This is an optimization exercise on Yosys and OpenROAD, whose aim is small area and a short achievable clock period, not a production implementation. Only simulation tests tie the RTL to the original design; equivalence was not proved.

==> flow/flow/run.sh <==
#!/bin/bash
# Layout flow: the standard synthesis and ORFS layout (standard.sh) with two
# changes to how the layout is made:
#  - the input and output ports get plain buffer cells (buffer_ports
#    -buffer_cell) instead of the delay cells buffer_ports picks by itself;
#  - clock tree synthesis adds no dummy loads (-dont_use_dummy_load); the
#    other CTS arguments are the ones ORFS builds from config.mk.
# Each step's full output goes to a log file here (ORFS keeps its own per-step
# logs under orfs/logs).
set -euo pipefail
export BUFFER_PORTS_ARGS="-buffer_cell sky130_fd_sc_hd__buf_2"
export CTS_ARGS="-sink_clustering_enable -repair_clock_nets -sink_clustering_size 30 -sink_clustering_max_diameter 100 -buf_list {sky130_fd_sc_hd__clkbuf_4 sky130_fd_sc_hd__clkbuf_8} -dont_use_dummy_load"
bash standard.sh synth > run_synth.log 2>&1
bash standard.sh > run_layout.log 2>&1
==> flow/standard.sh <==
#!/bin/bash
# synth_recipe.tcl (not shown) runs the flow's synth.tcl, then flattens the netlist and writes it again
# the make line also repeats each setting of config.mk as NAME=value (left out here)
make -C /OpenROAD-flow-scripts/flow DESIGN_CONFIG=/design/flow/config.mk WORK_HOME=/design/flow/orfs CLKGATE_MAP_FILE= SYNTH_SCRIPT=/design/flow/synth_recipe.tcl "${@:-finish}"
==> flow/config.mk <==
export PLATFORM = sky130hd
export DESIGN_NAME = Integrator
export DESIGN_NICKNAME = Integrator
export VERILOG_FILES = /design/flow/design.v
export SDC_FILE = /design/flow/constraint.sdc
export NUM_CORES = 4
export LEC_CHECK = 0
export CAP_MARGIN = 20
export CORE_MARGIN = 2
export CORE_UTILIZATION = 40
export CTS_BUF_LIST = sky130_fd_sc_hd__clkbuf_4 sky130_fd_sc_hd__clkbuf_8
export CTS_CLUSTER_DIAMETER = 100
export CTS_CLUSTER_SIZE = 30
export PLACE_DENSITY = 0.85
export SETUP_SLACK_MARGIN = 4
export SLEW_MARGIN = 20
export SYNTH_HIERARCHICAL = 1
export SYNTH_MINIMUM_KEEP_SIZE = 0
==> flow/constraint.sdc <==
create_clock -name core_clock -period 14.0 [get_ports {clk}]
set_input_delay 2.8000 -clock core_clock [delete_from_list [all_inputs] [get_ports {clk}]]
set_output_delay 2.8000 -clock core_clock [all_outputs]
set_load 0.01 [all_outputs]
==> flow/design.v <==
`timescale 1 ns / 1 ns
module Integrator
          (clk,
           reset,
           In,
           Out);
  input   clk;
  input   reset;
  input   signed [21:0] In;
  output  signed [21:0] Out;
  reg  [20:0] x1;    
  reg  [20:0] v;     
  reg         vc;    
  reg  [21:0] y1;    
  reg  [21:0] y2;    
  wire [20:0] x = In[20:0];
  wire ts0, tc0;
  Integrator_xnor1 u_fa0s (.a(~v[1]), .b(~v[5]), .y(ts0));
  Integrator_or1 u_fa0c (.a(~v[1]), .b(~v[5]), .y(tc0));
  wire ts1, tc1;
  Integrator_fa u_fa1 (.a(~v[2]), .b(~v[6]), .c(tc0), .s(ts1), .co(tc1));
  wire ts2, tc2;
  Integrator_fa u_fa2 (.a(~v[0]), .b(~v[3]), .c(~v[7]), .s(ts2), .co(tc2));
  wire ts3, tc3;
  Integrator_xnor1 u_fa3s (.a(~v[1]), .b(~v[4]), .y(ts3));
  Integrator_or1 u_fa3c (.a(~v[1]), .b(~v[4]), .y(tc3));
  wire ts4, tc4;
  Integrator_fa u_fa4 (.a(~v[8]), .b(tc2), .c(ts3), .s(ts4), .co(tc4));
  wire ts5, tc5;
  Integrator_fa u_fa5 (.a(v[0]), .b(~v[2]), .c(~v[5]), .s(ts5), .co(tc5));
  wire ts6, tc6;
  Integrator_fa u_fa6 (.a(~v[9]), .b(tc3), .c(ts5), .s(ts6), .co(tc6));
  wire ts7, tc7;
  Integrator_fa u_fa7 (.a(v[1]), .b(~v[10]), .c(~v[3]), .s(ts7), .co(tc7));
  wire ts8, tc8;
  Integrator_fa u_fa8 (.a(~v[6]), .b(tc5), .c(ts7), .s(ts8), .co(tc8));
  wire ts9, tc9;
  Integrator_fa u_fa9 (.a(v[2]), .b(x1[0]), .c(~v[11]), .s(ts9), .co(tc9));
  wire ts10, tc10;
  Integrator_fa u_fa10 (.a(~v[4]), .b(~v[7]), .c(tc7), .s(ts10), .co(tc10));
  wire ts11, tc11;
  Integrator_fa u_fa11 (.a(ts9), .b(tc8), .c(ts10), .s(ts11), .co(tc11));
  wire ts12, tc12;
  Integrator_fa u_fa12 (.a(v[3]), .b(x1[1]), .c(~v[12]), .s(ts12), .co(tc12));
  wire ts13, tc13;
  Integrator_fa u_fa13 (.a(~v[5]), .b(~v[8]), .c(tc9), .s(ts13), .co(tc13));
  wire ts14, tc14;
  Integrator_fa u_fa14 (.a(ts12), .b(tc10), .c(ts13), .s(ts14), .co(tc14));
  wire ts15, tc15;
  Integrator_fa u_fa15 (.a(v[4]), .b(x1[2]), .c(~v[13]), .s(ts15), .co(tc15));
  wire ts16, tc16;
  Integrator_fa u_fa16 (.a(~v[6]), .b(~v[9]), .c(tc12), .s(ts16), .co(tc16));
  wire ts17, tc17;
  Integrator_fa u_fa17 (.a(ts15), .b(tc13), .c(ts16), .s(ts17), .co(tc17));
  wire ts18, tc18;
  Integrator_fa u_fa18 (.a(v[5]), .b(x1[3]), .c(~v[10]), .s(ts18), .co(tc18));
  wire ts19, tc19;
  Integrator_fa u_fa19 (.a(~v[14]), .b(~v[7]), .c(tc15), .s(ts19), .co(tc19));
  wire ts20, tc20;
  Integrator_fa u_fa20 (.a(ts18), .b(tc16), .c(ts19), .s(ts20), .co(tc20));
  wire ts21, tc21;
  Integrator_fa u_fa21 (.a(v[6]), .b(x1[4]), .c(~v[11]), .s(ts21), .co(tc21));
  wire ts22, tc22;
  Integrator_fa u_fa22 (.a(~v[15]), .b(~v[8]), .c(tc18), .s(ts22), .co(tc22));
  wire ts23, tc23;
  Integrator_fa u_fa23 (.a(ts21), .b(tc19), .c(ts22), .s(ts23), .co(tc23));
  wire ts24, tc24;
  Integrator_fa u_fa24 (.a(v[7]), .b(vc), .c(x1[5]), .s(ts24), .co(tc24));
  wire ts25, tc25;
  Integrator_fa u_fa25 (.a(~v[12]), .b(~v[16]), .c(~v[9]), .s(ts25), .co(tc25));
  wire ts26, tc26;
  Integrator_fa u_fa26 (.a(tc21), .b(ts24), .c(ts25), .s(ts26), .co(tc26));
  wire ts27, tc27;
  Integrator_fa u_fa27 (.a(tc22), .b(ts26), .c(tc23), .s(ts27), .co(tc27));
  wire ts28, tc28;
  Integrator_fa u_fa28 (.a(v[8]), .b(vc), .c(x1[6]), .s(ts28), .co(tc28));
  wire ts29, tc29;
  Integrator_fa u_fa29 (.a(~v[10]), .b(~v[13]), .c(~v[17]), .s(ts29), .co(tc29));
  wire ts30, tc30;
  Integrator_fa u_fa30 (.a(tc24), .b(tc25), .c(ts28), .s(ts30), .co(tc30));
  wire ts31, tc31;
  Integrator_fa u_fa31 (.a(ts29), .b(tc26), .c(ts30), .s(ts31), .co(tc31));
  wire ts32, tc32;
  Integrator_fa u_fa32 (.a(v[9]), .b(vc), .c(x1[7]), .s(ts32), .co(tc32));
  wire ts33, tc33;
  Integrator_fa u_fa33 (.a(~v[11]), .b(~v[14]), .c(~v[18]), .s(ts33), .co(tc33));
  wire ts34, tc34;
  Integrator_fa u_fa34 (.a(tc28), .b(tc29), .c(ts32), .s(ts34), .co(tc34));
  wire ts35, tc35;
  Integrator_fa u_fa35 (.a(ts33), .b(tc30), .c(ts34), .s(ts35), .co(tc35));
  wire ts36, tc36;
  Integrator_fa u_fa36 (.a(v[10]), .b(vc), .c(x1[8]), .s(ts36), .co(tc36));
  wire ts37, tc37;
  Integrator_fa u_fa37 (.a(~v[12]), .b(~v[15]), .c(~v[19]), .s(ts37), .co(tc37));
  wire ts38, tc38;
  Integrator_fa u_fa38 (.a(tc32), .b(tc33), .c(ts36), .s(ts38), .co(tc38));
  wire ts39, tc39;
  Integrator_fa u_fa39 (.a(ts37), .b(tc34), .c(ts38), .s(ts39), .co(tc39));
  wire ts40, tc40;
  Integrator_fa u_fa40 (.a(v[11]), .b(x1[9]), .c(~v[13]), .s(ts40), .co(tc40));
  wire ts41, tc41;
  Integrator_fa u_fa41 (.a(~v[16]), .b(~v[20]), .c(tc36), .s(ts41), .co(tc41));
  wire ts42, tc42;
  Integrator_fa u_fa42 (.a(tc37), .b(ts40), .c(tc38), .s(ts42), .co(tc42));
  wire ts43, tc43;
  Integrator_fa u_fa43 (.a(ts41), .b(tc39), .c(ts42), .s(ts43), .co(tc43));
  wire ts44, tc44;
  Integrator_xnor1 u_fa44s (.a(~v[1]), .b(~x[1]), .y(ts44));
  Integrator_or1 u_fa44c (.a(~v[1]), .b(~x[1]), .y(tc44));
  wire ts45, tc45;
  Integrator_ha u_ha45 (.a(~v[2]), .b(~x[2]), .s(ts45), .co(tc45));
  wire ts46, tc46;
  Integrator_ha u_ha46 (.a(~v[3]), .b(~x[3]), .s(ts46), .co(tc46));
  wire ts47, tc47;
  Integrator_fa u_fa47 (.a(~v[0]), .b(~v[4]), .c(~x[0]), .s(ts47), .co(tc47));
  wire ts48, tc48;
  Integrator_ha u_ha48 (.a(~x[4]), .b(tc46), .s(ts48), .co(tc48));
  wire ts49, tc49;
  Integrator_fa u_fa49 (.a(ts0), .b(~x[1]), .c(~x[5]), .s(ts49), .co(tc49));
  wire ts50, tc50;
  Integrator_ha u_ha50 (.a(tc48), .b(tc47), .s(ts50), .co(tc50));
  wire ts51, tc51;
  Integrator_fa u_fa51 (.a(ts1), .b(~x[2]), .c(~x[6]), .s(ts51), .co(tc51));
  wire ts52, tc52;
  Integrator_ha u_ha52 (.a(tc49), .b(ts51), .s(ts52), .co(tc52));
  wire ts53, tc53;
  Integrator_fa u_fa53 (.a(ts2), .b(tc1), .c(~x[0]), .s(ts53), .co(tc53));
  wire ts54, tc54;
  Integrator_fa u_fa54 (.a(~x[3]), .b(~x[7]), .c(tc51), .s(ts54), .co(tc54));
  wire ts55, tc55;
  Integrator_ha u_ha55 (.a(ts53), .b(tc52), .s(ts55), .co(tc55));
  wire ts56, tc56;
  Integrator_ha u_ha56 (.a(ts4), .b(~x[1]), .s(ts56), .co(tc56));
  wire ts57, tc57;
  Integrator_fa u_fa57 (.a(~x[4]), .b(~x[8]), .c(ts56), .s(ts57), .co(tc57));
  wire ts58, tc58;
  Integrator_fa u_fa58 (.a(tc53), .b(ts57), .c(tc54), .s(ts58), .co(tc58));
  wire ts59, tc59;
  Integrator_fa u_fa59 (.a(tc4), .b(ts6), .c(x[0]), .s(ts59), .co(tc59));
  wire ts60, tc60;
  Integrator_fa u_fa60 (.a(~x[2]), .b(~x[5]), .c(~x[9]), .s(ts60), .co(tc60));
  wire ts61, tc61;
  Integrator_fa u_fa61 (.a(tc56), .b(ts59), .c(ts60), .s(ts61), .co(tc61));
  wire ts62, tc62;
  Integrator_ha u_ha62 (.a(tc57), .b(ts61), .s(ts62), .co(tc62));
  wire ts63, tc63;
  Integrator_fa u_fa63 (.a(tc6), .b(ts8), .c(x[1]), .s(ts63), .co(tc63));
  wire ts64, tc64;
  Integrator_fa u_fa64 (.a(~x[10]), .b(~x[3]), .c(~x[6]), .s(ts64), .co(tc64));
  wire ts65, tc65;
  Integrator_fa u_fa65 (.a(tc59), .b(tc60), .c(ts63), .s(ts65), .co(tc65));
  wire ts66, tc66;
  Integrator_fa u_fa66 (.a(ts64), .b(tc61), .c(ts65), .s(ts66), .co(tc66));
  wire ts67, tc67;
  Integrator_fa u_fa67 (.a(ts11), .b(x[2]), .c(~x[11]), .s(ts67), .co(tc67));
  wire ts68, tc68;
  Integrator_fa u_fa68 (.a(~x[4]), .b(~x[7]), .c(tc63), .s(ts68), .co(tc68));
  wire ts69, tc69;
  Integrator_ha u_ha69 (.a(tc64), .b(ts67), .s(ts69), .co(tc69));
  wire ts70, tc70;
  Integrator_fa u_fa70 (.a(ts69), .b(tc65), .c(ts68), .s(ts70), .co(tc70));
  wire ts71, tc71;
  Integrator_fa u_fa71 (.a(tc11), .b(ts14), .c(x[3]), .s(ts71), .co(tc71));
  wire ts72, tc72;
  Integrator_fa u_fa72 (.a(~x[12]), .b(~x[5]), .c(~x[8]), .s(ts72), .co(tc72));
  wire ts73, tc73;
  Integrator_fa u_fa73 (.a(tc67), .b(ts71), .c(ts72), .s(ts73), .co(tc73));
  wire ts74, tc74;
  Integrator_fa u_fa74 (.a(tc69), .b(tc68), .c(ts73), .s(ts74), .co(tc74));
  wire ts75, tc75;
  Integrator_fa u_fa75 (.a(tc14), .b(ts17), .c(x[4]), .s(ts75), .co(tc75));
  wire ts76, tc76;
  Integrator_fa u_fa76 (.a(~x[13]), .b(~x[6]), .c(~x[9]), .s(ts76), .co(tc76));
  wire ts77, tc77;
  Integrator_fa u_fa77 (.a(tc71), .b(tc72), .c(ts75), .s(ts77), .co(tc77));
  wire ts78, tc78;
  Integrator_fa u_fa78 (.a(ts76), .b(tc73), .c(ts77), .s(ts78), .co(tc78));
  wire ts79, tc79;
  Integrator_fa u_fa79 (.a(tc17), .b(ts20), .c(x[5]), .s(ts79), .co(tc79));
  wire ts80, tc80;
  Integrator_fa u_fa80 (.a(~x[10]), .b(~x[14]), .c(~x[7]), .s(ts80), .co(tc80));
  wire ts81, tc81;
  Integrator_fa u_fa81 (.a(tc75), .b(tc76), .c(ts79), .s(ts81), .co(tc81));
  wire ts82, tc82;
  Integrator_fa u_fa82 (.a(ts80), .b(tc77), .c(ts81), .s(ts82), .co(tc82));
  wire ts83, tc83;
  Integrator_fa u_fa83 (.a(tc20), .b(ts23), .c(x[6]), .s(ts83), .co(tc83));
  wire ts84, tc84;
  Integrator_fa u_fa84 (.a(~x[11]), .b(~x[15]), .c(~x[8]), .s(ts84), .co(tc84));
  wire ts85, tc85;
  Integrator_fa u_fa85 (.a(tc79), .b(tc80), .c(ts83), .s(ts85), .co(tc85));
  wire ts86, tc86;
  Integrator_fa u_fa86 (.a(ts84), .b(tc81), .c(ts85), .s(ts86), .co(tc86));
  wire ts87, tc87;
  Integrator_fa u_fa87 (.a(ts27), .b(x[7]), .c(~x[12]), .s(ts87), .co(tc87));
  wire ts88, tc88;
  Integrator_fa u_fa88 (.a(~x[16]), .b(~x[9]), .c(tc83), .s(ts88), .co(tc88));
  wire ts89, tc89;
  Integrator_ha u_ha89 (.a(tc84), .b(ts87), .s(ts89), .co(tc89));
  wire ts90, tc90;
  Integrator_fa u_fa90 (.a(ts89), .b(tc85), .c(ts88), .s(ts90), .co(tc90));
  wire ts91, tc91;
  Integrator_fa u_fa91 (.a(ts31), .b(tc27), .c(x[8]), .s(ts91), .co(tc91));
  wire ts92, tc92;
  Integrator_fa u_fa92 (.a(~x[10]), .b(~x[13]), .c(~x[17]), .s(ts92), .co(tc92));
  wire ts93, tc93;
  Integrator_fa u_fa93 (.a(tc87), .b(ts91), .c(ts92), .s(ts93), .co(tc93));
  wire ts94, tc94;
  Integrator_fa u_fa94 (.a(tc89), .b(tc88), .c(ts93), .s(ts94), .co(tc94));
  wire ts95, tc95;
  Integrator_fa u_fa95 (.a(tc31), .b(ts35), .c(x[9]), .s(ts95), .co(tc95));
  wire ts96, tc96;
  Integrator_fa u_fa96 (.a(~x[11]), .b(~x[14]), .c(~x[18]), .s(ts96), .co(tc96));
  wire ts97, tc97;
  Integrator_fa u_fa97 (.a(tc91), .b(tc92), .c(ts96), .s(ts97), .co(tc97));
  wire ts98, tc98;
  Integrator_fa u_fa98 (.a(ts95), .b(tc93), .c(ts97), .s(ts98), .co(tc98));
  wire ts99, tc99;
  Integrator_fa u_fa99 (.a(tc35), .b(ts39), .c(x[10]), .s(ts99), .co(tc99));
  wire ts100, tc100;
  Integrator_fa u_fa100 (.a(~x[12]), .b(~x[15]), .c(~x[19]), .s(ts100), .co(tc100));
  wire ts101, tc101;
  Integrator_fa u_fa101 (.a(tc95), .b(tc96), .c(ts100), .s(ts101), .co(tc101));
  wire ts102, tc102;
  Integrator_fa u_fa102 (.a(ts99), .b(tc97), .c(ts101), .s(ts102), .co(tc102));
  wire ts103, tc103;
  Integrator_fa u_fa103 (.a(ts43), .b(x[11]), .c(~x[13]), .s(ts103), .co(tc103));
  wire ts104, tc104;
  Integrator_fa u_fa104 (.a(~x[16]), .b(~x[20]), .c(tc99), .s(ts104), .co(tc104));
  wire ts105, tc105;
  Integrator_ha u_ha105 (.a(tc100), .b(ts103), .s(ts105), .co(tc105));
  wire ts106, tc106;
  Integrator_fa u_fa106 (.a(ts105), .b(tc101), .c(ts104), .s(ts106), .co(tc106));
  wire [20:0] ts = {tc102, tc98, tc94, tc90, tc86, tc82, tc78, tc74, tc70, tc66, tc62, tc58, tc55, ts54, tc50, ts49, ts47, tc45, ts45, 1'b0, ~v[0]};
  wire [20:0] tc = {ts106, ts102, ts98, ts94, ts90, ts86, ts82, ts78, ts74, ts70, ts66, ts62, ts58, ts55, ts52, ts50, ts48, ts46, tc44, ts44, ~x[0]};
  wire ra0_1, rb1_2;
  Integrator_fa u_ra0_1 (.a(y2[0]), .b(ts[0]), .c(tc[0]), .s(ra0_1), .co(rb1_2));
  wire ra1_3, rb2_4;
  Integrator_ha u_ra1_3 (.a(y2[1]), .b(tc[1]), .s(ra1_3), .co(rb2_4));
  wire ra2_5, rb3_6;
  Integrator_fa u_ra2_5 (.a(y2[2]), .b(ts[2]), .c(tc[2]), .s(ra2_5), .co(rb3_6));
  wire ra3_7, rb4_8;
  Integrator_fa u_ra3_7 (.a(y2[3]), .b(ts[3]), .c(tc[3]), .s(ra3_7), .co(rb4_8));
  wire ra4_9, rb5_10;
  Integrator_fa u_ra4_9 (.a(y2[4]), .b(ts[4]), .c(tc[4]), .s(ra4_9), .co(rb5_10));
  wire ra5_11, rb6_12;
  Integrator_fa u_ra5_11 (.a(y2[5]), .b(ts[5]), .c(tc[5]), .s(ra5_11), .co(rb6_12));
  wire ra6_13, rb7_14;
  Integrator_fa u_ra6_13 (.a(y2[6]), .b(ts[6]), .c(tc[6]), .s(ra6_13), .co(rb7_14));
  wire ra7_15, rb8_16;
  Integrator_fa u_ra7_15 (.a(y2[7]), .b(ts[7]), .c(tc[7]), .s(ra7_15), .co(rb8_16));
  wire ra8_17, rb9_18;
  Integrator_fa u_ra8_17 (.a(y2[8]), .b(ts[8]), .c(tc[8]), .s(ra8_17), .co(rb9_18));
  wire ra9_19, rb10_20;
  Integrator_fa u_ra9_19 (.a(y2[9]), .b(ts[9]), .c(tc[9]), .s(ra9_19), .co(rb10_20));
  wire ra10_21, rb11_22;
  Integrator_fa u_ra10_21 (.a(y2[10]), .b(ts[10]), .c(tc[10]), .s(ra10_21), .co(rb11_22));
  wire ra11_23, rb12_24;
  Integrator_fa u_ra11_23 (.a(y2[11]), .b(ts[11]), .c(tc[11]), .s(ra11_23), .co(rb12_24));
  wire ra12_25, rb13_26;
  Integrator_fa u_ra12_25 (.a(y2[12]), .b(ts[12]), .c(tc[12]), .s(ra12_25), .co(rb13_26));
  wire ra13_27, rb14_28;
  Integrator_fa u_ra13_27 (.a(y2[13]), .b(ts[13]), .c(tc[13]), .s(ra13_27), .co(rb14_28));
  wire ra14_29, rb15_30;
  Integrator_fa u_ra14_29 (.a(y2[14]), .b(ts[14]), .c(tc[14]), .s(ra14_29), .co(rb15_30));
  wire ra15_31, rb16_32;
  Integrator_fa u_ra15_31 (.a(y2[15]), .b(ts[15]), .c(tc[15]), .s(ra15_31), .co(rb16_32));
  wire ra16_33, rb17_34;
  Integrator_fa u_ra16_33 (.a(y2[16]), .b(ts[16]), .c(tc[16]), .s(ra16_33), .co(rb17_34));
  wire ra17_35, rb18_36;
  Integrator_fa u_ra17_35 (.a(y2[17]), .b(ts[17]), .c(tc[17]), .s(ra17_35), .co(rb18_36));
  wire ra18_37, rb19_38;
  Integrator_fa u_ra18_37 (.a(y2[18]), .b(ts[18]), .c(tc[18]), .s(ra18_37), .co(rb19_38));
  wire ra19_39, rb20_40;
  Integrator_fa u_ra19_39 (.a(y2[19]), .b(ts[19]), .c(tc[19]), .s(ra19_39), .co(rb20_40));
  wire ra20_41, rb21_42;
  Integrator_fa u_ra20_41 (.a(y2[20]), .b(ts[20]), .c(tc[20]), .s(ra20_41), .co(rb21_42));
  wire mp1_43;
  Integrator_xor u_mp1_43 (.a(ra1_3), .b(rb1_2), .y(mp1_43));
  wire mg1_44;
  Integrator_nand u_mg1_44 (.a(ra1_3), .b(rb1_2), .y(mg1_44));
  wire mt1_45;
  Integrator_nor u_mt1_45 (.a(ra1_3), .b(rb1_2), .y(mt1_45));
  wire mp2_46;
  Integrator_xor u_mp2_46 (.a(ra2_5), .b(rb2_4), .y(mp2_46));
  wire mg2_47;
  Integrator_nand u_mg2_47 (.a(ra2_5), .b(rb2_4), .y(mg2_47));
  wire mt2_48;
  Integrator_nor u_mt2_48 (.a(ra2_5), .b(rb2_4), .y(mt2_48));
  wire mp3_49;
  Integrator_xor u_mp3_49 (.a(ra3_7), .b(rb3_6), .y(mp3_49));
  wire mg3_50;
  Integrator_nand u_mg3_50 (.a(ra3_7), .b(rb3_6), .y(mg3_50));
  wire mt3_51;
  Integrator_nor u_mt3_51 (.a(ra3_7), .b(rb3_6), .y(mt3_51));
  wire mp4_52;
  Integrator_xor u_mp4_52 (.a(ra4_9), .b(rb4_8), .y(mp4_52));
  wire mg4_53;
  Integrator_nand u_mg4_53 (.a(ra4_9), .b(rb4_8), .y(mg4_53));
  wire mt4_54;
  Integrator_nor u_mt4_54 (.a(ra4_9), .b(rb4_8), .y(mt4_54));
  wire mp5_55;
  Integrator_xor u_mp5_55 (.a(ra5_11), .b(rb5_10), .y(mp5_55));
  wire mg5_56;
  Integrator_nand u_mg5_56 (.a(ra5_11), .b(rb5_10), .y(mg5_56));
  wire mt5_57;
  Integrator_nor u_mt5_57 (.a(ra5_11), .b(rb5_10), .y(mt5_57));
  wire mp6_58;
  Integrator_xor u_mp6_58 (.a(ra6_13), .b(rb6_12), .y(mp6_58));
  wire mg6_59;
  Integrator_nand u_mg6_59 (.a(ra6_13), .b(rb6_12), .y(mg6_59));
  wire mt6_60;
  Integrator_nor u_mt6_60 (.a(ra6_13), .b(rb6_12), .y(mt6_60));
  wire mp7_61;
  Integrator_xor u_mp7_61 (.a(ra7_15), .b(rb7_14), .y(mp7_61));
  wire mg7_62;
  Integrator_nand u_mg7_62 (.a(ra7_15), .b(rb7_14), .y(mg7_62));
  wire mt7_63;
  Integrator_nor u_mt7_63 (.a(ra7_15), .b(rb7_14), .y(mt7_63));
  wire mp8_64;
  Integrator_xor u_mp8_64 (.a(ra8_17), .b(rb8_16), .y(mp8_64));
  wire mg8_65;
  Integrator_nand u_mg8_65 (.a(ra8_17), .b(rb8_16), .y(mg8_65));
  wire mt8_66;
  Integrator_nor u_mt8_66 (.a(ra8_17), .b(rb8_16), .y(mt8_66));
  wire mp9_67;
  Integrator_xor u_mp9_67 (.a(ra9_19), .b(rb9_18), .y(mp9_67));
  wire mg9_68;
  Integrator_nand u_mg9_68 (.a(ra9_19), .b(rb9_18), .y(mg9_68));
  wire mt9_69;
  Integrator_nor u_mt9_69 (.a(ra9_19), .b(rb9_18), .y(mt9_69));
  wire mp10_70;
  Integrator_xor u_mp10_70 (.a(ra10_21), .b(rb10_20), .y(mp10_70));
  wire mg10_71;
  Integrator_nand u_mg10_71 (.a(ra10_21), .b(rb10_20), .y(mg10_71));
  wire mt10_72;
  Integrator_nor u_mt10_72 (.a(ra10_21), .b(rb10_20), .y(mt10_72));
  wire mp11_73;
  Integrator_xor u_mp11_73 (.a(ra11_23), .b(rb11_22), .y(mp11_73));
  wire mg11_74;
  Integrator_nand u_mg11_74 (.a(ra11_23), .b(rb11_22), .y(mg11_74));
  wire mt11_75;
  Integrator_nor u_mt11_75 (.a(ra11_23), .b(rb11_22), .y(mt11_75));
  wire mp12_76;
  Integrator_xor u_mp12_76 (.a(ra12_25), .b(rb12_24), .y(mp12_76));
  wire mg12_77;
  Integrator_nand u_mg12_77 (.a(ra12_25), .b(rb12_24), .y(mg12_77));
  wire mt12_78;
  Integrator_nor u_mt12_78 (.a(ra12_25), .b(rb12_24), .y(mt12_78));
  wire mp13_79;
  Integrator_xor u_mp13_79 (.a(ra13_27), .b(rb13_26), .y(mp13_79));
  wire mg13_80;
  Integrator_nand u_mg13_80 (.a(ra13_27), .b(rb13_26), .y(mg13_80));
  wire mt13_81;
  Integrator_nor u_mt13_81 (.a(ra13_27), .b(rb13_26), .y(mt13_81));
  wire mp14_82;
  Integrator_xor u_mp14_82 (.a(ra14_29), .b(rb14_28), .y(mp14_82));
  wire mg14_83;
  Integrator_nand u_mg14_83 (.a(ra14_29), .b(rb14_28), .y(mg14_83));
  wire mt14_84;
  Integrator_nor u_mt14_84 (.a(ra14_29), .b(rb14_28), .y(mt14_84));
  wire mp15_85;
  Integrator_xor u_mp15_85 (.a(ra15_31), .b(rb15_30), .y(mp15_85));
  wire mg15_86;
  Integrator_nand u_mg15_86 (.a(ra15_31), .b(rb15_30), .y(mg15_86));
  wire mt15_87;
  Integrator_nor u_mt15_87 (.a(ra15_31), .b(rb15_30), .y(mt15_87));
  wire mp16_88;
  Integrator_xor u_mp16_88 (.a(ra16_33), .b(rb16_32), .y(mp16_88));
  wire mg16_89;
  Integrator_nand u_mg16_89 (.a(ra16_33), .b(rb16_32), .y(mg16_89));
  wire mt16_90;
  Integrator_nor u_mt16_90 (.a(ra16_33), .b(rb16_32), .y(mt16_90));
  wire mp17_91;
  Integrator_xor u_mp17_91 (.a(ra17_35), .b(rb17_34), .y(mp17_91));
  wire mg17_92;
  Integrator_nand u_mg17_92 (.a(ra17_35), .b(rb17_34), .y(mg17_92));
  wire mt17_93;
  Integrator_nor u_mt17_93 (.a(ra17_35), .b(rb17_34), .y(mt17_93));
  wire mp18_94;
  Integrator_xor u_mp18_94 (.a(ra18_37), .b(rb18_36), .y(mp18_94));
  wire mg18_95;
  Integrator_nand u_mg18_95 (.a(ra18_37), .b(rb18_36), .y(mg18_95));
  wire mt18_96;
  Integrator_nor u_mt18_96 (.a(ra18_37), .b(rb18_36), .y(mt18_96));
  wire mp19_97;
  Integrator_xor u_mp19_97 (.a(ra19_39), .b(rb19_38), .y(mp19_97));
  wire mg19_98;
  Integrator_nand u_mg19_98 (.a(ra19_39), .b(rb19_38), .y(mg19_98));
  wire mt19_99;
  Integrator_nor u_mt19_99 (.a(ra19_39), .b(rb19_38), .y(mt19_99));
  wire mp20_100;
  Integrator_xor u_mp20_100 (.a(ra20_41), .b(rb20_40), .y(mp20_100));
  wire mg20_101;
  Integrator_nand u_mg20_101 (.a(ra20_41), .b(rb20_40), .y(mg20_101));
  wire mt20_102;
  Integrator_nor u_mt20_102 (.a(ra20_41), .b(rb20_40), .y(mt20_102));
  wire mp21_103;
  Integrator_xor u_mp21_103 (.a(y2[21]), .b(rb21_42), .y(mp21_103));
  wire mg21_104;
  Integrator_nand u_mg21_104 (.a(y2[21]), .b(rb21_42), .y(mg21_104));
  wire mt21_105;
  Integrator_nor u_mt21_105 (.a(y2[21]), .b(rb21_42), .y(mt21_105));
  wire g_106;
  Integrator_oai u_g_106 (.a(mt3_51), .b(mg2_47), .c(mg3_50), .y(g_106));
  wire t_107;
  Integrator_nor u_t_107 (.a(mt3_51), .b(mt2_48), .y(t_107));
  wire g_108;
  Integrator_oai u_g_108 (.a(mt5_57), .b(mg4_53), .c(mg5_56), .y(g_108));
  wire t_109;
  Integrator_nor u_t_109 (.a(mt5_57), .b(mt4_54), .y(t_109));
  wire g_110;
  Integrator_oai u_g_110 (.a(mt7_63), .b(mg6_59), .c(mg7_62), .y(g_110));
  wire t_111;
  Integrator_nor u_t_111 (.a(mt7_63), .b(mt6_60), .y(t_111));
  wire g_112;
  Integrator_oai u_g_112 (.a(mt9_69), .b(mg8_65), .c(mg9_68), .y(g_112));
  wire t_113;
  Integrator_nor u_t_113 (.a(mt9_69), .b(mt8_66), .y(t_113));
  wire g_114;
  Integrator_oai u_g_114 (.a(mt11_75), .b(mg10_71), .c(mg11_74), .y(g_114));
  wire t_115;
  Integrator_nor u_t_115 (.a(mt11_75), .b(mt10_72), .y(t_115));
  wire g_116;
  Integrator_oai u_g_116 (.a(mt13_81), .b(mg12_77), .c(mg13_80), .y(g_116));
  wire t_117;
  Integrator_nor u_t_117 (.a(mt13_81), .b(mt12_78), .y(t_117));
  wire g_118;
  Integrator_oai u_g_118 (.a(mt15_87), .b(mg14_83), .c(mg15_86), .y(g_118));
  wire t_119;
  Integrator_nor u_t_119 (.a(mt15_87), .b(mt14_84), .y(t_119));
  wire g_120;
  Integrator_oai u_g_120 (.a(mt17_93), .b(mg16_89), .c(mg17_92), .y(g_120));
  wire t_121;
  Integrator_nor u_t_121 (.a(mt17_93), .b(mt16_90), .y(t_121));
  wire g_122;
  Integrator_oai u_g_122 (.a(mt19_99), .b(mg18_95), .c(mg19_98), .y(g_122));
  wire t_123;
  Integrator_nor u_t_123 (.a(mt19_99), .b(mt18_96), .y(t_123));
  wire g_124;
  Integrator_oai u_g_124 (.a(mt21_105), .b(mg20_101), .c(mg21_104), .y(g_124));
  wire t_125;
  Integrator_nor u_t_125 (.a(mt21_105), .b(mt20_102), .y(t_125));
  wire n_126;
  Integrator_inv u_n_126 (.a(mg1_44), .y(n_126));
  wire g_127;
  Integrator_aoi u_g_127 (.a(t_107), .b(n_126), .c(g_106), .y(g_127));
  wire g_128;
  Integrator_aoi u_g_128 (.a(t_111), .b(g_108), .c(g_110), .y(g_128));
  wire t_129;
  Integrator_nand u_t_129 (.a(t_111), .b(t_109), .y(t_129));
  wire g_130;
  Integrator_aoi u_g_130 (.a(t_115), .b(g_112), .c(g_114), .y(g_130));
  wire t_131;
  Integrator_nand u_t_131 (.a(t_115), .b(t_113), .y(t_131));
  wire g_132;
  Integrator_aoi u_g_132 (.a(t_119), .b(g_116), .c(g_118), .y(g_132));
  wire t_133;
  Integrator_nand u_t_133 (.a(t_119), .b(t_117), .y(t_133));
  wire g_134;
  Integrator_aoi u_g_134 (.a(t_123), .b(g_120), .c(g_122), .y(g_134));
  wire t_135;
  Integrator_nand u_t_135 (.a(t_123), .b(t_121), .y(t_135));
  wire g_136;
  Integrator_oai u_g_136 (.a(t_129), .b(g_127), .c(g_128), .y(g_136));
  wire g_137;
  Integrator_oai u_g_137 (.a(t_133), .b(g_130), .c(g_132), .y(g_137));
  wire t_138;
  Integrator_nor u_t_138 (.a(t_133), .b(t_131), .y(t_138));
  wire g_139;
  Integrator_aoi u_g_139 (.a(t_138), .b(g_136), .c(g_137), .y(g_139));
  wire n_140;
  Integrator_inv u_n_140 (.a(g_136), .y(n_140));
  wire g_141;
  Integrator_oai u_g_141 (.a(t_131), .b(n_140), .c(g_130), .y(g_141));
  wire g_142;
  Integrator_oai u_g_142 (.a(t_135), .b(g_139), .c(g_134), .y(g_142));
  wire n_143;
  Integrator_inv u_n_143 (.a(g_127), .y(n_143));
  wire g_144;
  Integrator_aoi u_g_144 (.a(t_109), .b(n_143), .c(g_108), .y(g_144));
  wire g_145;
  Integrator_aoi u_g_145 (.a(t_113), .b(g_136), .c(g_112), .y(g_145));
  wire g_146;
  Integrator_aoi u_g_146 (.a(t_117), .b(g_141), .c(g_116), .y(g_146));
  wire n_147;
  Integrator_inv u_n_147 (.a(g_139), .y(n_147));
  wire g_148;
  Integrator_aoi u_g_148 (.a(t_121), .b(n_147), .c(g_120), .y(g_148));
  wire g_149;
  Integrator_aoi u_g_149 (.a(t_125), .b(g_142), .c(g_124), .y(g_149));
  wire g_150;
  Integrator_oai u_g_150 (.a(mt2_48), .b(mg1_44), .c(mg2_47), .y(g_150));
  wire g_151;
  Integrator_oai u_g_151 (.a(mt4_54), .b(g_127), .c(mg4_53), .y(g_151));
  wire g_152;
  Integrator_oai u_g_152 (.a(mt6_60), .b(g_144), .c(mg6_59), .y(g_152));
  wire g_153;
  Integrator_oai u_g_153 (.a(mt8_66), .b(n_140), .c(mg8_65), .y(g_153));
  wire g_154;
  Integrator_oai u_g_154 (.a(mt10_72), .b(g_145), .c(mg10_71), .y(g_154));
  wire n_155;
  Integrator_inv u_n_155 (.a(g_141), .y(n_155));
  wire g_156;
  Integrator_oai u_g_156 (.a(mt12_78), .b(n_155), .c(mg12_77), .y(g_156));
  wire g_157;
  Integrator_oai u_g_157 (.a(mt14_84), .b(g_146), .c(mg14_83), .y(g_157));
  wire g_158;
  Integrator_oai u_g_158 (.a(mt16_90), .b(g_139), .c(mg16_89), .y(g_158));
  wire g_159;
  Integrator_oai u_g_159 (.a(mt18_96), .b(g_148), .c(mg18_95), .y(g_159));
  wire n_160;
  Integrator_inv u_n_160 (.a(g_142), .y(n_160));
  wire g_161;
  Integrator_oai u_g_161 (.a(mt20_102), .b(n_160), .c(mg20_101), .y(g_161));
  wire sum2_162;
  Integrator_xor u_sum2_162 (.a(mp2_46), .b(n_126), .y(sum2_162));
  wire sum3_163;
  Integrator_xor u_sum3_163 (.a(mp3_49), .b(g_150), .y(sum3_163));
  wire sum4_164;
  Integrator_xor u_sum4_164 (.a(mp4_52), .b(n_143), .y(sum4_164));
  wire sum5_165;
  Integrator_xor u_sum5_165 (.a(mp5_55), .b(g_151), .y(sum5_165));
  wire sum6_166;
  Integrator_xnor u_sum6_166 (.a(mp6_58), .b(g_144), .y(sum6_166));
  wire sum7_167;
  Integrator_xor u_sum7_167 (.a(mp7_61), .b(g_152), .y(sum7_167));
  wire sum8_168;
  Integrator_xor u_sum8_168 (.a(mp8_64), .b(g_136), .y(sum8_168));
  wire sum9_169;
  Integrator_xor u_sum9_169 (.a(mp9_67), .b(g_153), .y(sum9_169));
  wire sum10_170;
  Integrator_xnor u_sum10_170 (.a(mp10_70), .b(g_145), .y(sum10_170));
  wire sum11_171;
  Integrator_xor u_sum11_171 (.a(mp11_73), .b(g_154), .y(sum11_171));
  wire sum12_172;
  Integrator_xor u_sum12_172 (.a(mp12_76), .b(g_141), .y(sum12_172));
  wire sum13_173;
  Integrator_xor u_sum13_173 (.a(mp13_79), .b(g_156), .y(sum13_173));
  wire sum14_174;
  Integrator_xnor u_sum14_174 (.a(mp14_82), .b(g_146), .y(sum14_174));
  wire sum15_175;
  Integrator_xor u_sum15_175 (.a(mp15_85), .b(g_157), .y(sum15_175));
  wire sum16_176;
  Integrator_xor u_sum16_176 (.a(mp16_88), .b(n_147), .y(sum16_176));
  wire sum17_177;
  Integrator_xor u_sum17_177 (.a(mp17_91), .b(g_158), .y(sum17_177));
  wire sum18_178;
  Integrator_xnor u_sum18_178 (.a(mp18_94), .b(g_148), .y(sum18_178));
  wire sum19_179;
  Integrator_xor u_sum19_179 (.a(mp19_97), .b(g_159), .y(sum19_179));
  wire sum20_180;
  Integrator_xor u_sum20_180 (.a(mp20_100), .b(g_142), .y(sum20_180));
  wire kt0_181;
  Integrator_nor u_kt0_181 (.a(ts[0]), .b(tc[0]), .y(kt0_181));
  wire kg0_182;
  Integrator_nand u_kg0_182 (.a(ts[0]), .b(tc[0]), .y(kg0_182));
  wire kt2_183;
  Integrator_nor u_kt2_183 (.a(ts[2]), .b(tc[2]), .y(kt2_183));
  wire kg2_184;
  Integrator_nand u_kg2_184 (.a(ts[2]), .b(tc[2]), .y(kg2_184));
  wire kt3_185;
  Integrator_nor u_kt3_185 (.a(ts[3]), .b(tc[3]), .y(kt3_185));
  wire kg3_186;
  Integrator_nand u_kg3_186 (.a(ts[3]), .b(tc[3]), .y(kg3_186));
  wire kt4_187;
  Integrator_nor u_kt4_187 (.a(ts[4]), .b(tc[4]), .y(kt4_187));
  wire kg4_188;
  Integrator_nand u_kg4_188 (.a(ts[4]), .b(tc[4]), .y(kg4_188));
  wire kt5_189;
  Integrator_nor u_kt5_189 (.a(ts[5]), .b(tc[5]), .y(kt5_189));
  wire kg5_190;
  Integrator_nand u_kg5_190 (.a(ts[5]), .b(tc[5]), .y(kg5_190));
  wire kt6_191;
  Integrator_nor u_kt6_191 (.a(ts[6]), .b(tc[6]), .y(kt6_191));
  wire kg6_192;
  Integrator_nand u_kg6_192 (.a(ts[6]), .b(tc[6]), .y(kg6_192));
  wire kt7_193;
  Integrator_nor u_kt7_193 (.a(ts[7]), .b(tc[7]), .y(kt7_193));
  wire kg7_194;
  Integrator_nand u_kg7_194 (.a(ts[7]), .b(tc[7]), .y(kg7_194));
  wire kt8_195;
  Integrator_nor u_kt8_195 (.a(ts[8]), .b(tc[8]), .y(kt8_195));
  wire kg8_196;
  Integrator_nand u_kg8_196 (.a(ts[8]), .b(tc[8]), .y(kg8_196));
  wire kt9_197;
  Integrator_nor u_kt9_197 (.a(ts[9]), .b(tc[9]), .y(kt9_197));
  wire kg9_198;
  Integrator_nand u_kg9_198 (.a(ts[9]), .b(tc[9]), .y(kg9_198));
  wire kt10_199;
  Integrator_nor u_kt10_199 (.a(ts[10]), .b(tc[10]), .y(kt10_199));
  wire kg10_200;
  Integrator_nand u_kg10_200 (.a(ts[10]), .b(tc[10]), .y(kg10_200));
  wire kt11_201;
  Integrator_nor u_kt11_201 (.a(ts[11]), .b(tc[11]), .y(kt11_201));
  wire kg11_202;
  Integrator_nand u_kg11_202 (.a(ts[11]), .b(tc[11]), .y(kg11_202));
  wire kt12_203;
  Integrator_nor u_kt12_203 (.a(ts[12]), .b(tc[12]), .y(kt12_203));
  wire kg12_204;
  Integrator_nand u_kg12_204 (.a(ts[12]), .b(tc[12]), .y(kg12_204));
  wire kt13_205;
  Integrator_nor u_kt13_205 (.a(ts[13]), .b(tc[13]), .y(kt13_205));
  wire kg13_206;
  Integrator_nand u_kg13_206 (.a(ts[13]), .b(tc[13]), .y(kg13_206));
  wire kt14_207;
  Integrator_nor u_kt14_207 (.a(ts[14]), .b(tc[14]), .y(kt14_207));
  wire kg14_208;
  Integrator_nand u_kg14_208 (.a(ts[14]), .b(tc[14]), .y(kg14_208));
  wire kt15_209;
  Integrator_nor u_kt15_209 (.a(ts[15]), .b(tc[15]), .y(kt15_209));
  wire kg15_210;
  Integrator_nand u_kg15_210 (.a(ts[15]), .b(tc[15]), .y(kg15_210));
  wire kt16_211;
  Integrator_nor u_kt16_211 (.a(ts[16]), .b(tc[16]), .y(kt16_211));
  wire kg16_212;
  Integrator_nand u_kg16_212 (.a(ts[16]), .b(tc[16]), .y(kg16_212));
  wire kt17_213;
  Integrator_nor u_kt17_213 (.a(ts[17]), .b(tc[17]), .y(kt17_213));
  wire kg17_214;
  Integrator_nand u_kg17_214 (.a(ts[17]), .b(tc[17]), .y(kg17_214));
  wire kt18_215;
  Integrator_nor u_kt18_215 (.a(ts[18]), .b(tc[18]), .y(kt18_215));
  wire kg18_216;
  Integrator_nand u_kg18_216 (.a(ts[18]), .b(tc[18]), .y(kg18_216));
  wire kt19_217;
  Integrator_nor u_kt19_217 (.a(ts[19]), .b(tc[19]), .y(kt19_217));
  wire kg19_218;
  Integrator_nand u_kg19_218 (.a(ts[19]), .b(tc[19]), .y(kg19_218));
  wire n_219;
  Integrator_inv u_n_219 (.a(kg0_182), .y(n_219));
  wire g_220;
  Integrator_nand u_g_220 (.a(tc[1]), .b(n_219), .y(g_220));
  wire g_221;
  Integrator_oai u_g_221 (.a(kt3_185), .b(kg2_184), .c(kg3_186), .y(g_221));
  wire t_222;
  Integrator_nor u_t_222 (.a(kt3_185), .b(kt2_183), .y(t_222));
  wire g_223;
  Integrator_oai u_g_223 (.a(kt5_189), .b(kg4_188), .c(kg5_190), .y(g_223));
  wire t_224;
  Integrator_nor u_t_224 (.a(kt5_189), .b(kt4_187), .y(t_224));
  wire g_225;
  Integrator_oai u_g_225 (.a(kt7_193), .b(kg6_192), .c(kg7_194), .y(g_225));
  wire t_226;
  Integrator_nor u_t_226 (.a(kt7_193), .b(kt6_191), .y(t_226));
  wire g_227;
  Integrator_oai u_g_227 (.a(kt9_197), .b(kg8_196), .c(kg9_198), .y(g_227));
  wire t_228;
  Integrator_nor u_t_228 (.a(kt9_197), .b(kt8_195), .y(t_228));
  wire g_229;
  Integrator_oai u_g_229 (.a(kt11_201), .b(kg10_200), .c(kg11_202), .y(g_229));
  wire t_230;
  Integrator_nor u_t_230 (.a(kt11_201), .b(kt10_199), .y(t_230));
  wire g_231;
  Integrator_oai u_g_231 (.a(kt13_205), .b(kg12_204), .c(kg13_206), .y(g_231));
  wire t_232;
  Integrator_nor u_t_232 (.a(kt13_205), .b(kt12_203), .y(t_232));
  wire g_233;
  Integrator_oai u_g_233 (.a(kt15_209), .b(kg14_208), .c(kg15_210), .y(g_233));
  wire t_234;
  Integrator_nor u_t_234 (.a(kt15_209), .b(kt14_207), .y(t_234));
  wire g_235;
  Integrator_oai u_g_235 (.a(kt17_213), .b(kg16_212), .c(kg17_214), .y(g_235));
  wire t_236;
  Integrator_nor u_t_236 (.a(kt17_213), .b(kt16_211), .y(t_236));
  wire g_237;
  Integrator_oai u_g_237 (.a(kt19_217), .b(kg18_216), .c(kg19_218), .y(g_237));
  wire t_238;
  Integrator_nor u_t_238 (.a(kt19_217), .b(kt18_215), .y(t_238));
  wire n_239;
  Integrator_inv u_n_239 (.a(g_220), .y(n_239));
  wire g_240;
  Integrator_aoi u_g_240 (.a(t_222), .b(n_239), .c(g_221), .y(g_240));
  wire g_241;
  Integrator_aoi u_g_241 (.a(t_226), .b(g_223), .c(g_225), .y(g_241));
  wire t_242;
  Integrator_nand u_t_242 (.a(t_226), .b(t_224), .y(t_242));
  wire g_243;
  Integrator_aoi u_g_243 (.a(t_230), .b(g_227), .c(g_229), .y(g_243));
  wire t_244;
  Integrator_nand u_t_244 (.a(t_230), .b(t_228), .y(t_244));
  wire g_245;
  Integrator_aoi u_g_245 (.a(t_234), .b(g_231), .c(g_233), .y(g_245));
  wire t_246;
  Integrator_nand u_t_246 (.a(t_234), .b(t_232), .y(t_246));
  wire g_247;
  Integrator_aoi u_g_247 (.a(t_238), .b(g_235), .c(g_237), .y(g_247));
  wire t_248;
  Integrator_nand u_t_248 (.a(t_238), .b(t_236), .y(t_248));
  wire g_249;
  Integrator_oai u_g_249 (.a(t_242), .b(g_240), .c(g_241), .y(g_249));
  wire g_250;
  Integrator_oai u_g_250 (.a(t_246), .b(g_243), .c(g_245), .y(g_250));
  wire t_251;
  Integrator_nor u_t_251 (.a(t_246), .b(t_244), .y(t_251));
  wire g_252;
  Integrator_aoi u_g_252 (.a(t_251), .b(g_249), .c(g_250), .y(g_252));
  wire n_253;
  Integrator_inv u_n_253 (.a(g_249), .y(n_253));
  wire g_254;
  Integrator_oai u_g_254 (.a(t_244), .b(n_253), .c(g_243), .y(g_254));
  wire g_255;
  Integrator_oai u_g_255 (.a(t_248), .b(g_252), .c(g_247), .y(g_255));
  wire n_256;
  Integrator_inv u_n_256 (.a(g_240), .y(n_256));
  wire g_257;
  Integrator_aoi u_g_257 (.a(t_224), .b(n_256), .c(g_223), .y(g_257));
  wire g_258;
  Integrator_aoi u_g_258 (.a(t_228), .b(g_249), .c(g_227), .y(g_258));
  wire g_259;
  Integrator_aoi u_g_259 (.a(t_232), .b(g_254), .c(g_231), .y(g_259));
  wire n_260;
  Integrator_inv u_n_260 (.a(g_252), .y(n_260));
  wire g_261;
  Integrator_aoi u_g_261 (.a(t_236), .b(n_260), .c(g_235), .y(g_261));
  wire g_262;
  Integrator_oai u_g_262 (.a(kt2_183), .b(g_220), .c(kg2_184), .y(g_262));
  wire g_263;
  Integrator_oai u_g_263 (.a(kt4_187), .b(g_240), .c(kg4_188), .y(g_263));
  wire g_264;
  Integrator_oai u_g_264 (.a(kt6_191), .b(g_257), .c(kg6_192), .y(g_264));
  wire g_265;
  Integrator_oai u_g_265 (.a(kt8_195), .b(n_253), .c(kg8_196), .y(g_265));
  wire g_266;
  Integrator_oai u_g_266 (.a(kt10_199), .b(g_258), .c(kg10_200), .y(g_266));
  wire n_267;
  Integrator_inv u_n_267 (.a(g_254), .y(n_267));
  wire g_268;
  Integrator_oai u_g_268 (.a(kt12_203), .b(n_267), .c(kg12_204), .y(g_268));
  wire g_269;
  Integrator_oai u_g_269 (.a(kt14_207), .b(g_259), .c(kg14_208), .y(g_269));
  wire g_270;
  Integrator_oai u_g_270 (.a(kt16_211), .b(g_252), .c(kg16_212), .y(g_270));
  wire g_271;
  Integrator_oai u_g_271 (.a(kt18_215), .b(g_261), .c(kg18_216), .y(g_271));
  wire flip = (ts[20] ^ tc[20]) | (g_255 ^ ts[20]);
  wire pf_272;
  Integrator_xor u_pf_272 (.a(mp21_103), .b(flip), .y(pf_272));
  wire top_273;
  Integrator_xor u_top_273 (.a(pf_272), .b(g_161), .y(top_273));
  wire [21:0] y = {top_273, sum20_180, sum19_179, sum18_178, sum17_177, sum16_176, sum15_175, sum14_174, sum13_173, sum12_172, sum11_171, sum10_170, sum9_169, sum8_168, sum7_167, sum6_166, sum5_165, sum4_164, sum3_163, sum2_162, mp1_43, ra0_1};
  wire [20:0] v_next;
  assign v_next[0] = x1[0];
  wire vk1;
  assign v_next[1] = x1[1] ^ x[0];
  assign vk1 = x1[1] | ~x[0];
  wire vk2;
  Integrator_fa u_vl2 (.a(x1[2]), .b(~x[1]), .c(vk1), .s(v_next[2]), .co(vk2));
  wire vk3;
  Integrator_fa u_vl3 (.a(x1[3]), .b(~x[2]), .c(vk2), .s(v_next[3]), .co(vk3));
  wire vk4;
  Integrator_fa u_vl4 (.a(x1[4]), .b(~x[3]), .c(vk3), .s(v_next[4]), .co(vk4));
  wire vk5;
  Integrator_fa u_vl5 (.a(x1[5]), .b(~x[4]), .c(vk4), .s(v_next[5]), .co(vk5));
  wire vk6;
  Integrator_fa u_vl6 (.a(x1[6]), .b(~x[5]), .c(vk5), .s(v_next[6]), .co(vk6));
  wire vk7;
  Integrator_fa u_vl7 (.a(x1[7]), .b(~x[6]), .c(vk6), .s(v_next[7]), .co(vk7));
  wire vk8;
  Integrator_fa u_vl8 (.a(x1[8]), .b(~x[7]), .c(vk7), .s(v_next[8]), .co(vk8));
  wire vk9;
  Integrator_fa u_vl9 (.a(x1[9]), .b(~x[8]), .c(vk8), .s(v_next[9]), .co(vk9));
  wire vk10;
  Integrator_fa u_vl10 (.a(x1[10]), .b(~x[9]), .c(vk9), .s(v_next[10]), .co(vk10));
  wire vk11;
  Integrator_fa u_vl11 (.a(x1[11]), .b(~x[10]), .c(vk10), .s(v_next[11]), .co(vk11));
  wire vk12;
  Integrator_fa u_vl12 (.a(x1[12]), .b(~x[11]), .c(vk11), .s(v_next[12]), .co(vk12));
  wire vk13;
  Integrator_fa u_vl13 (.a(x1[13]), .b(~x[12]), .c(vk12), .s(v_next[13]), .co(vk13));
  wire vk14;
  Integrator_fa u_vl14 (.a(x1[14]), .b(~x[13]), .c(vk13), .s(v_next[14]), .co(vk14));
  wire vk15;
  Integrator_fa u_vl15 (.a(x1[15]), .b(~x[14]), .c(vk14), .s(v_next[15]), .co(vk15));
  wire vc_next = vk15;
  wire vh16;
  Integrator_ha u_vh16 (.a(x1[16]), .b(~x[15]), .s(v_next[16]), .co(vh16));
  wire vh17;
  Integrator_fa u_vh17 (.a(x1[17]), .b(~x[16]), .c(vh16), .s(v_next[17]), .co(vh17));
  wire vh18;
  Integrator_fa u_vh18 (.a(x1[18]), .b(~x[17]), .c(vh17), .s(v_next[18]), .co(vh18));
  wire vh19;
  Integrator_fa u_vh19 (.a(x1[19]), .b(~x[18]), .c(vh18), .s(v_next[19]), .co(vh19));
  assign v_next[20] = x1[20] ^ ~x[19] ^ vh19;
  always @(posedge clk or posedge reset) begin
    if (reset) begin
      x1 <= 21'd0;
      v  <= 21'd0;
      vc <= 1'b0;
      y1 <= 22'd0;
      y2 <= 22'd0;
    end else begin
      x1 <= x;
      v  <= v_next;
      vc <= vc_next;
      y1 <= y;
      y2 <= y1;
    end
  end
  assign Out = y;
endmodule   
module Integrator_fa (a, b, c, s, co);
  input a, b, c;
  output s, co;
  assign s = a ^ b ^ c;
  assign co = (a & b) | (a & c) | (b & c);
endmodule
module Integrator_xnor1 (a, b, y);
  input a, b;
  output y;
  assign y = ~(a ^ b);
endmodule
module Integrator_or1 (a, b, y);
  input a, b;
  output y;
  assign y = a | b;
endmodule
module Integrator_ha (a, b, s, co);
  input a, b;
  output s, co;
  assign s = a ^ b;
  assign co = a & b;
endmodule
module Integrator_han (a, b, s, co);
  input a, b;
  output s, co;
  assign s = ~(a ^ b);
  assign co = a | b;
endmodule
module Integrator_xor (a, b, y);
  input a, b;
  output y;
  assign y = a ^ b;
endmodule
module Integrator_maj (a, b, c, y);
  input a, b, c;
  output y;
  assign y = (b & c) | (a & (b | c));
endmodule
module Integrator_mux (s, a, b, y);
  input s, a, b;
  output y;
  assign y = s ? b : a;
endmodule
module Integrator_aoi (a, b, c, y);
  input a, b, c;
  output y;
  assign y = ~((a & b) | c);
endmodule
module Integrator_inv (a, y);
  input a;
  output y;
  assign y = ~a;
endmodule
module Integrator_nand (a, b, y);
  input a, b;
  output y;
  assign y = ~(a & b);
endmodule
module Integrator_nor (a, b, y);
  input a, b;
  output y;
  assign y = ~(a | b);
endmodule
module Integrator_oai (a, b, c, y);
  input a, b, c;
  output y;
  assign y = ~((a | b) & c);
endmodule
module Integrator_xnor (a, b, y);
  input a, b;
  output y;
  assign y = ~(a ^ b);
endmodule
==> summary.md <==
| Metric | Value |
|---|---|
| Vias post-DR | `3570` |
| TritonCTS clock tree | `yes` |
| Post-CTS Resized | `0` |
| Starting Density | `40.9%` |
| Multi-input gate area | `0.00393 mm^2` |
| Slew @ Worst Pin | `0.830 ns` |
| Seq/Total Area, Yosys | `33.6%` |
| CTS Hold Bufs | `0` |
| Worst R2R Setup Slack | `7.59 ns` |
| Fin crit share | `67.4%` |
| FMAX | `0.106 GHz` |
| Setup crit end kind | `output port` |
| Setup Crit Path Kind | `in2out` |
| CTS root buffer | `clkbuf_8` |
| Max Slew Vio Count | `0` |
| Uppermost layer routed | `met4` |
| WL/cell | `15.8 um` |
| FF-to-FF Start | `x1[1]` |
| DRT antenna net count | `0` |
| Final Skew | `0.0306 ns` |
| # IOs | `46` |
| Max_cap viols | `0` |
| Mapped Cells | `516` |
| RD Place Congestion | `0.835` |
| Area of the mapped netlist | `0.00648 mm^2` |
| Worst slew margin | `44.7%` |
| Drt pass-1 iters | `4` |
| DR WL met2 | `6290 um` |
| Syn avg cell area | `12.6 um^2` |
| RSZ-0062 raised after global routing | `false` |
| Largest net degree at the start of global routing | `88` |
| Crit path to | `Out[21]` |
| Status | `complete, no violations` |
| CTS sink cnt | `87` |
| Clock latency (worst-skew pair) | `0.37 ns` |
| Port buffer count | `44` |
| CP max FO | `4` |
| Fillers | `1391` |
| Drt via density | `4.67` |
| Area growth syn-to-layout | `7.17%` |
| Htree depth | `3` |
| First-pass GRT wire length | `21100 um` |
| Setup Buffers After CTS | `0` |
| CP startpoint kind | `input pin` |
| Met1 wire length | `5010 um` |
| Die width | `131 um` |
| Core area | `0.0158 mm^2` |
| CP Data Arrival Time | `6.64 ns` |
| Final Setup Violations | `0` |
| Max Root-Sink Buffers | `2` |
| DP Wirelength | `10200 um` |
| Clock transition at path regs | `0.06 ns` |
| GRT Util Overall | `15.7%` |
| Rows | `46` |
| Initial antenna violation count | `1` |
| Vias in the first global route | `4224` |
| Register area | `0.00218 mm^2` |
| DR WL met3 | `536 um` |
| Capture point of the worst reg-to-reg path | `v[15]` |
| Crit. Startpoint | `In[5]` |
| DRT Wirelength | `12100 um` |
| Critical Path RT | `11.20 ns` |
| Worst hold path class | `reg2reg` |
| Final Hold Vio Count | `0` |
| Yosys warns | `7` |
| R2r worst-path depth | `17` |
| Syn Nets | `684` |
| Clock period minus worst slack | `9.44 ns` |
| Final-stage net count | `718` |
| Fraction of layout cells with a size suffix above 1 | `13.0%` |
| Die area | `0.0172 mm^2` |
| Die Height | `131 um` |
| Flops & latches, synth | `87` |
| Synth unique cells | `14` |
| Detailed-route DRC error count | `0` |
| Total CTS buffers | `9` |
| Setup Total Neg Slack | `0 ns` |
| Iter 0 DRT Violations | `193` |
| Overflow after GRT | `0` |
==> per-layer routing <==
metal,track usage [%],vias to the layer above
li1,-,1618
met3,3.32,24
met2,26.4,79
met4,6.22,0
met5,0,-
met1,19.9,1849
==> layout by cell type (no fill, tap or decap), drive strengths merged, types with 3 or more instances in the layout <==
cell type and count:
clkbuf 9, xor2 38, o21ai 35, or2 3, ha 14, buf 45
inv 53, fa 130, a21oi 16, nand2 48, xnor2 9, nor2 58
dfrtp 87
==> Yosys cell counts <==
master   instances  area (um^2)
o21ai_1         35          175
or2_1            3         18.8
dfrtp_1         87         2180
inv_1           54          203
and3_1           1         6.26
fa_1           130         2600
nor2_1          58          218
nor3_1           1         5.00
nand2_1         48          180
xor2_1          38          333
ha_1            14          175
xnor2_1          9         78.8
buf_4           22          165
a21oi_2         16          140
==> flip-flops by register name, summed over array words and instances (netlist names) <==
name  cells
y2       22
y1       22
x1       21
v        21
vc        1
==> final cells by class <==
cell class                      count  area share, %
Sequential cell                    87           31.4
Multi-Input combinational cell    353           56.7
Inverter                           54           2.94
Antenna cell                        1         0.0360
Clock buffer                        9           1.78
Timing Repair Buffer               45           3.33
Tap cell                          216           3.89
==> how the worst min path moves through the flow <==
| stage | startpoint | endpoint | slack, ns | cells past startpoint |
|---|---|---|---|---|
| 6_report | y1[13] | y2[13] | 0.35 | 0 |
| 5_1_grt | y1[11] | y2[11] | 0.35 | 0 |
| 4_1_cts | y1[13] | y2[13] | 0.35 | 0 |
| 3_5_place_dp | y1[13] | y2[13] | 0.33 | 0 |
| 3_3_place_gp | y1[13] | y2[13] | 0.33 | 0 |
| 2_1_floorplan | y1[0] | y2[0] | 0.33 | 0 |
==> through the flow <==
step / hold WS [ns] / cell area (um^2) / util (%) / setup slack, ns / cells
floorplan: 0.331 / 6480 / - / 5.09 / 516
global placement: 0.332 / 6810 / 43.0 / 4.61 / 755
detailed placement: 0.335 / 6810 / 43.0 / 4.57 / 755
CTS: 0.349 / 6940 / 43.8 / 4.53 / 764
global route: 0.354 / 6940 / 43.9 / 4.26 / 765
finish: 0.349 / 6940 / 43.9 / 4.56 / 765
==> critical path, cell delays in order <==
cell and delay, ns:
buf_2 0.13, inv_1 0.23, fa_1 0.49, fa_1 0.53
fa_1 0.48, fa_1 0.57, nor2_1 0.07, nor2_1 0.18
nand2_1 0.09, nor2_1 0.13, a21oi_2 0.10, o21ai_1 0.27
inv_1 0.07, o21ai_1 0.16, xor2_1 0.18, buf_2 0.16
==> modules after synthesis, one instance, submodules excluded, excerpt <==
module | flops+latches | copies in the design | area [um^2]
Integrator_nor | 0 | 57 | 3.75
Integrator | 87 | 1 | 2560
Integrator_aoi | 0 | 16 | 8.76
Integrator_ha | 0 | 13 | 12.5
Integrator_inv | 0 | 8 | 3.75
Integrator_oai | 0 | 35 | 5.00
==> cells by family (layout without fill, tap and decap cells) <==
group,Yosys count,in the layout,share of synthesized area (%)
fa+ha+maj,144,144,42.9
simple gates,111,111,6.61
flops,87,87,33.6
buf+inv,76,108,5.68
compound gates,51,51,4.87
xor+xnor,47,47,6.36
other cells,0,1,0

[separate check: timing with driven ports]
The results above use ideal ports. As a check the final layout listed here was re-extracted and re-timed, cells and wires unchanged. Step 1 assumes that a clkbuf_16 drives the clock port and a buf_2 every other input. Step 2 times the ports against the registers' clock, not the clock port: input delays grow and output delays shrink by t, the midpoint of the rising clock arrivals with the driver on. Three values: ideal, step 1, step 2; two values: the first two.
shift t [ns]: 0.386
setup slack, ns: 4.564 / 4.543 / 4.543
worst setup path at the end: input to output
worst slew at a driven data input, ns: 0.05
cell pins on the clock port's net: 1
After both steps this run still meets setup and hold. For this run, drivers alone change the setup slack by -0.021 ns; drivers and shift together by -0.021 ns.
